From an optimization exercise on the open Yosys and OpenROAD flow, aimed at small area and a short achievable clock period; shortcuts taken in it are not production practice.
The RTL was checked by simulation tests, not by an equivalence proof against the original design.

build 78:
## chronos_ex
module chronos_ex (
	input clk,
	input rst,               
	input in_valid,
	input [31:0] inst,
	input [31:0] pc,
	input [31:0] rs1_data,
	input [31:0] rs2_data,
	output reg out_valid,
	output reg [31:0] result,
	output reg br_taken,
	output reg [31:0] br_target,
	output [31:0] mem_wdata,
	output [3:0] mem_wmask
);
Size in the first run: roughly 230 I/O pins, about 12000 µm² of cells after synthesis.
==> module decode_alu, before the edit <==
module decode_alu (
	input [31:0] inst,
	input [31:0] rs1,
	input [31:0] rs2,
	output [31:0] a,
	output [31:0] b,
	output [31:0] d,
	output [12:0] ctl
);
	wire [6:0] opc = inst[6:0];
	wire [2:0] f3 = inst[14:12];
	wire is_op    = opc == 7'b0110011;
	wire is_opimm = opc == 7'b0010011;
	wire is_lui   = opc == 7'b0110111;
	wire is_load  = opc == 7'b0000011;
	wire is_store = opc == 7'b0100011;
	wire is_br    = opc == 7'b1100011;
	wire is_alu   = is_op | is_opimm;
	wire is_sll   = is_alu & (f3 == 3'd1);
	wire is_sr    = is_alu & (f3 == 3'd5);
	wire is_slt   = is_alu & (f3[2:1] == 2'b01);
	wire do_sub   = is_op & (f3 == 3'd0) & inst[30];
	wire do_add   = (is_alu & (f3 == 3'd0)) | is_load | is_store | is_lui;
	wire i2 = inst[2], i4 = inst[4];
	wire rev = i4 & (f3 == 3'b001);                    
	wire shp = i4 & ~i2 & (f3[1:0] == 2'b01);          
	wire [4:0] shamt = inst[5] ? rs2[4:0] : inst[24:20];
	wire fill = inst[30] & f3[2] & rs1[31];
	wire [31:0] ar;
	genvar i;
	generate for (i = 0; i < 32; i = i + 1) begin : g_rev
		assign ar[i] = rs1[31 - i];
	end endgenerate
	wire [31:0] x0 = rev ? ar : rs1;
	wire [31:0] x1 = (shp & shamt[4]) ? {{16{fill}}, x0[31:16]} : x0;
	wire [31:0] x2 = (shp & shamt[3]) ? {{8{fill}}, x1[31:8]} : x1;
	assign a = x2 & {32{~i2}};
	wire i5 = inst[5], i6 = inst[6];
	wire sub_s = (i5 & i4 & ~i2 & (f3 == 3'd0) & inst[30]) |    
	             (i4 & ~i2 & (f3[2:1] == 2'b01)) |              
	             (i6 & f3[2]);                                  
	wire [31:0] iimm = {{20{inst[31]}}, inst[31:20]};
	wire [31:0] simm = {{20{inst[31]}}, inst[31:25], inst[11:7]};
	wire [31:0] uimm = {inst[31:12], 12'b0};
	wire [31:0] bsel = ~i5 ? iimm : i2 ? uimm : (i4 | i6) ? rs2 : simm;
	assign b = bsel ^ {32{sub_s}};
	assign d = {rs2[31:16] & {16{f3 == 3'd2}}, rs2[15:8] & {8{f3 == 3'd1 || f3 == 3'd2}},
	            rs2[7:0] & {8{f3[2] == 1'b0 && f3[1:0] != 2'b11}}};
	wire is_xor = is_alu & (f3 == 3'd4);
	wire is_or  = is_alu & (f3 == 3'd6);
	wire is_and = is_alu & (f3 == 3'd7);
	wire br_x = is_br & (f3[2:1] == 2'b00);
	wire kp = do_add | is_xor | is_or | br_x;
	wire kg = is_or | is_and;
	wire en_lt = is_slt | (is_br & f3[2]);
	wire uns = is_br ? f3[1] : f3[0];
	wire ten = is_br & (f3[2:1] != 2'b01);
	wire inv = f3[0];
	wire arith = inst[30];
	wire [1:0] wk = ~is_store ? 2'd0 : (f3 == 3'd0) ? 2'd1 : (f3 == 3'd1) ? 2'd2 : (f3 == 3'd2) ? 2'd3 : 2'd0;
	assign ctl = {wk, arith, is_sr, is_sll, inv, ten, uns, en_lt, do_add, kg, kp, sub_s};
endmodule
==> module alu, before the edit <==
module alu (
	input [31:0] a,
	input [31:0] b,
	input [10:0] ctl,
	output [31:0] alu_out,
	output taken
);
	wire sub = ctl[0];
	wire kp = ctl[1];
	wire kg = ctl[2];
	wire ce = ctl[3];
	wire en_lt = ctl[4];
	wire uns = ctl[5];
	wire ten = ctl[6];
	wire inv = ctl[7];
	wire kl = ctl[8];
	wire kr = ctl[9];
	wire arith = ctl[10];
	wire [31:0] p = a ^ b;
	wire [31:0] g = a & b;
	wire [32:0] c;
	prefix_carry #(.W(32)) pc0 (.p(p), .g(g), .ci(sub), .c(c));
	wire ltu = ~c[32];
	wire lt = uns ? ltu : (ltu ^ a[31] ^ ~b[31]);
	wire eq = ~|p;
	wire fill = arith & kr & a[31];
	wire [31:0] sr = $signed({fill, a}) >>> b[2:0];
	wire [31:0] sh;
	genvar i;
	generate for (i = 0; i < 32; i = i + 1) begin : g_sh
		assign sh[i] = (sr[i] & kr) | (sr[31 - i] & kl);
	end endgenerate
	wire [31:0] l = (p & {32{kp}}) | (g & {32{kg}});
	wire [31:0] r = (l ^ (c[31:0] & {32{ce}})) | sh;
	assign alu_out = {r[31:1], r[0] | (lt & en_lt)};
	assign taken = ten & ((en_lt ? lt : eq) ^ inv);
endmodule
==> module branch_hi, before the edit <==
module branch_hi (
	input [33:0] branch_lo,
	output [31:0] branch_target
);
	wire sg = branch_lo[33];
	wire cy = branch_lo[32];
	wire [18:0] hi = branch_lo[31:13];
	wire dn = sg & ~cy;
	wire [18:0] x = hi ^ {19{dn}};
	wire [18:0] t;
	genvar i;
	generate for (i = 0; i < 19; i = i + 1) begin : g_t
		if (i == 0) begin : g0
			assign t[i] = 1'b1;
		end else begin : gn
			assign t[i] = &x[i-1:0];
		end
	end endgenerate
	wire [18:0] hi_t = hi ^ (t & {19{cy ^ sg}});
	assign branch_target = {hi_t, branch_lo[12:0]};
endmodule
Settings: LEC_CHECK=0, CAP_MARGIN=20, CORE_MARGIN=2, CORE_UTILIZATION=55, CTS_CLUSTER_DIAMETER=80, CTS_CLUSTER_SIZE=30, SETUP_SLACK_MARGIN=2.5, SLEW_MARGIN=20; clock period 5.5 ns.
standard.sh (not shown) runs the stock make flow with config.mk's settings and CLKGATE_MAP_FILE= SYNTH_SCRIPT=/design/flow/synth_recipe.tcl, a recipe that flattens the netlist after the stock synthesis.
==> flow/flow/run.sh <==
#!/bin/bash
# Own layout flow: the standard layout (standard.sh, standard synthesis
# unchanged), except that buffer_ports gives every port a buf_1 buffer.
# make's full output goes to standard.log; each ORFS step logs under orfs/logs/.
set -euo pipefail
export BUFFER_PORTS_ARGS="-buffer_cell sky130_fd_sc_hd__buf_1"
bash standard.sh > standard.log 2>&1
#### Input delta (build 63 over build 78)
--- a/flow/design.v
+++ b/flow/design.v
@@ -21,29 +21,19 @@
 	wire is_slt   = is_alu & (f3[2:1] == 2'b01);
 	wire do_sub   = is_op & (f3 == 3'd0) & inst[30];
 	wire do_add   = (is_alu & (f3 == 3'd0)) | is_load | is_store | is_lui;
-	wire i2 = inst[2], i4 = inst[4];
-	wire rev = i4 & (f3 == 3'b001);                    
-	wire shp = i4 & ~i2 & (f3[1:0] == 2'b01);          
-	wire [4:0] shamt = inst[5] ? rs2[4:0] : inst[24:20];
-	wire fill = inst[30] & f3[2] & rs1[31];
+	wire sub = do_sub | is_slt | (is_br & f3[2]);
 	wire [31:0] ar;
 	genvar i;
 	generate for (i = 0; i < 32; i = i + 1) begin : g_rev
 		assign ar[i] = rs1[31 - i];
 	end endgenerate
-	wire [31:0] x0 = rev ? ar : rs1;
-	wire [31:0] x1 = (shp & shamt[4]) ? {{16{fill}}, x0[31:16]} : x0;
-	wire [31:0] x2 = (shp & shamt[3]) ? {{8{fill}}, x1[31:8]} : x1;
-	assign a = x2 & {32{~i2}};
-	wire i5 = inst[5], i6 = inst[6];
-	wire sub_s = (i5 & i4 & ~i2 & (f3 == 3'd0) & inst[30]) |    
-	             (i4 & ~i2 & (f3[2:1] == 2'b01)) |              
-	             (i6 & f3[2]);                                  
+	assign a = is_sll ? ar : (rs1 & {32{~is_lui}});
 	wire [31:0] iimm = {{20{inst[31]}}, inst[31:20]};
 	wire [31:0] simm = {{20{inst[31]}}, inst[31:25], inst[11:7]};
-	wire [31:0] uimm = {inst[31:12], 12'b0};
-	wire [31:0] bsel = ~i5 ? iimm : i2 ? uimm : (i4 | i6) ? rs2 : simm;
-	assign b = bsel ^ {32{sub_s}};
+	wire [31:0] bsel = is_lui ? {inst[31:12], 12'b0} :
+	                   is_store ? simm :
+	                   (is_opimm | is_load) ? iimm : rs2;
+	assign b = bsel ^ {32{sub}};
 	assign d = {rs2[31:16] & {16{f3 == 3'd2}}, rs2[15:8] & {8{f3 == 3'd1 || f3 == 3'd2}},
 	            rs2[7:0] & {8{f3[2] == 1'b0 && f3[1:0] != 2'b11}}};
 	wire is_xor = is_alu & (f3 == 3'd4);
@@ -58,7 +48,7 @@
 	wire inv = f3[0];
 	wire arith = inst[30];
 	wire [1:0] wk = ~is_store ? 2'd0 : (f3 == 3'd0) ? 2'd1 : (f3 == 3'd1) ? 2'd2 : (f3 == 3'd2) ? 2'd3 : 2'd0;
-	assign ctl = {wk, arith, is_sr, is_sll, inv, ten, uns, en_lt, do_add, kg, kp, sub_s};
+	assign ctl = {wk, arith, is_sr, is_sll, inv, ten, uns, en_lt, do_add, kg, kp, sub};
 endmodule
 module alu (
 	input [31:0] a,
@@ -86,7 +76,7 @@
 	wire lt = uns ? ltu : (ltu ^ a[31] ^ ~b[31]);
 	wire eq = ~|p;
 	wire fill = arith & kr & a[31];
-	wire [31:0] sr = $signed({fill, a}) >>> b[2:0];
+	wire [31:0] sr = $signed({fill, a}) >>> b[4:0];
 	wire [31:0] sh;
 	genvar i;
 	generate for (i = 0; i < 32; i = i + 1) begin : g_sh
@@ -139,18 +129,18 @@
 	wire sg = branch_lo[33];
 	wire cy = branch_lo[32];
 	wire [18:0] hi = branch_lo[31:13];
-	wire dn = sg & ~cy;
-	wire [18:0] x = hi ^ {19{dn}};
-	wire [18:0] t;
+	wire [18:0] inc, dec;
 	genvar i;
-	generate for (i = 0; i < 19; i = i + 1) begin : g_t
+	generate for (i = 0; i < 19; i = i + 1) begin : g_id
 		if (i == 0) begin : g0
-			assign t[i] = 1'b1;
+			assign inc[i] = ~hi[i];
+			assign dec[i] = ~hi[i];
 		end else begin : gn
-			assign t[i] = &x[i-1:0];
+			assign inc[i] = hi[i] ^ (&hi[i-1:0]);
+			assign dec[i] = hi[i] ^ ~(|hi[i-1:0]);
 		end
 	end endgenerate
-	wire [18:0] hi_t = hi ^ (t & {19{cy ^ sg}});
+	wire [18:0] hi_t = (cy == sg) ? hi : (cy ? inc : dec);
 	assign branch_target = {hi_t, branch_lo[12:0]};
 endmodule
 module store_format (
==> comparison <==
- Build 63: done, clean on timing, DRC and antenna
- Changes observed in build 63 relative to build 78: sequential share of cell area decreased by 0.44 points relative to the old numbers, overall die height increased by about 1.1% relative to the old numbers, hold slack closely matched the old numbers.
- Against build 78, number of fill cells in build 63 rose by a few percent.
- Compared with build 78, build 63 shows a maximum fanout along the worst path that is 21 higher.
- Summary of build 63 over build 78: critical path depth dropped 7; die span in x climbed about 1.1%; placeable core region went up.

==> separate check: timing with driven ports <==
No port has a modelled driver above. Below, the same layouts with a new extraction and two added sets of constraints.
Step 1, drivers: a clkbuf_16 drives clk and a buf_2 each remaining input, both assumed.
Step 2 adds t to the input delays and takes it off the output delays; t is the mean of the earliest and latest rising clock arrival at the registers after step 1. Input paths then give back, and output paths get back, about the clock's delay inside the block.
a / b / c = ideal / step 1 / step 2; a / b = the first two.
| run | t (ns) | setup slack, ns | worst hold slack (ns) | worst setup path after step 2 | cell pins on the clock port's net |
|---|---|---|---|---|---|
| build 78 | 0.528 | 2.573 / 2.549 / 2.179 | 0.333 / 0.333 / 0.333 | input to register | 1 |
| build 63 | 0.522 | 2.592 / 2.543 / 2.150 | 0.334 / 0.334 / 0.334 | input to register | 1 |
After both steps setup and hold are still met in every run listed. The setup slack of build 63, which loses most, moves by -0.049 ns with the drivers and by -0.442 ns with both steps.
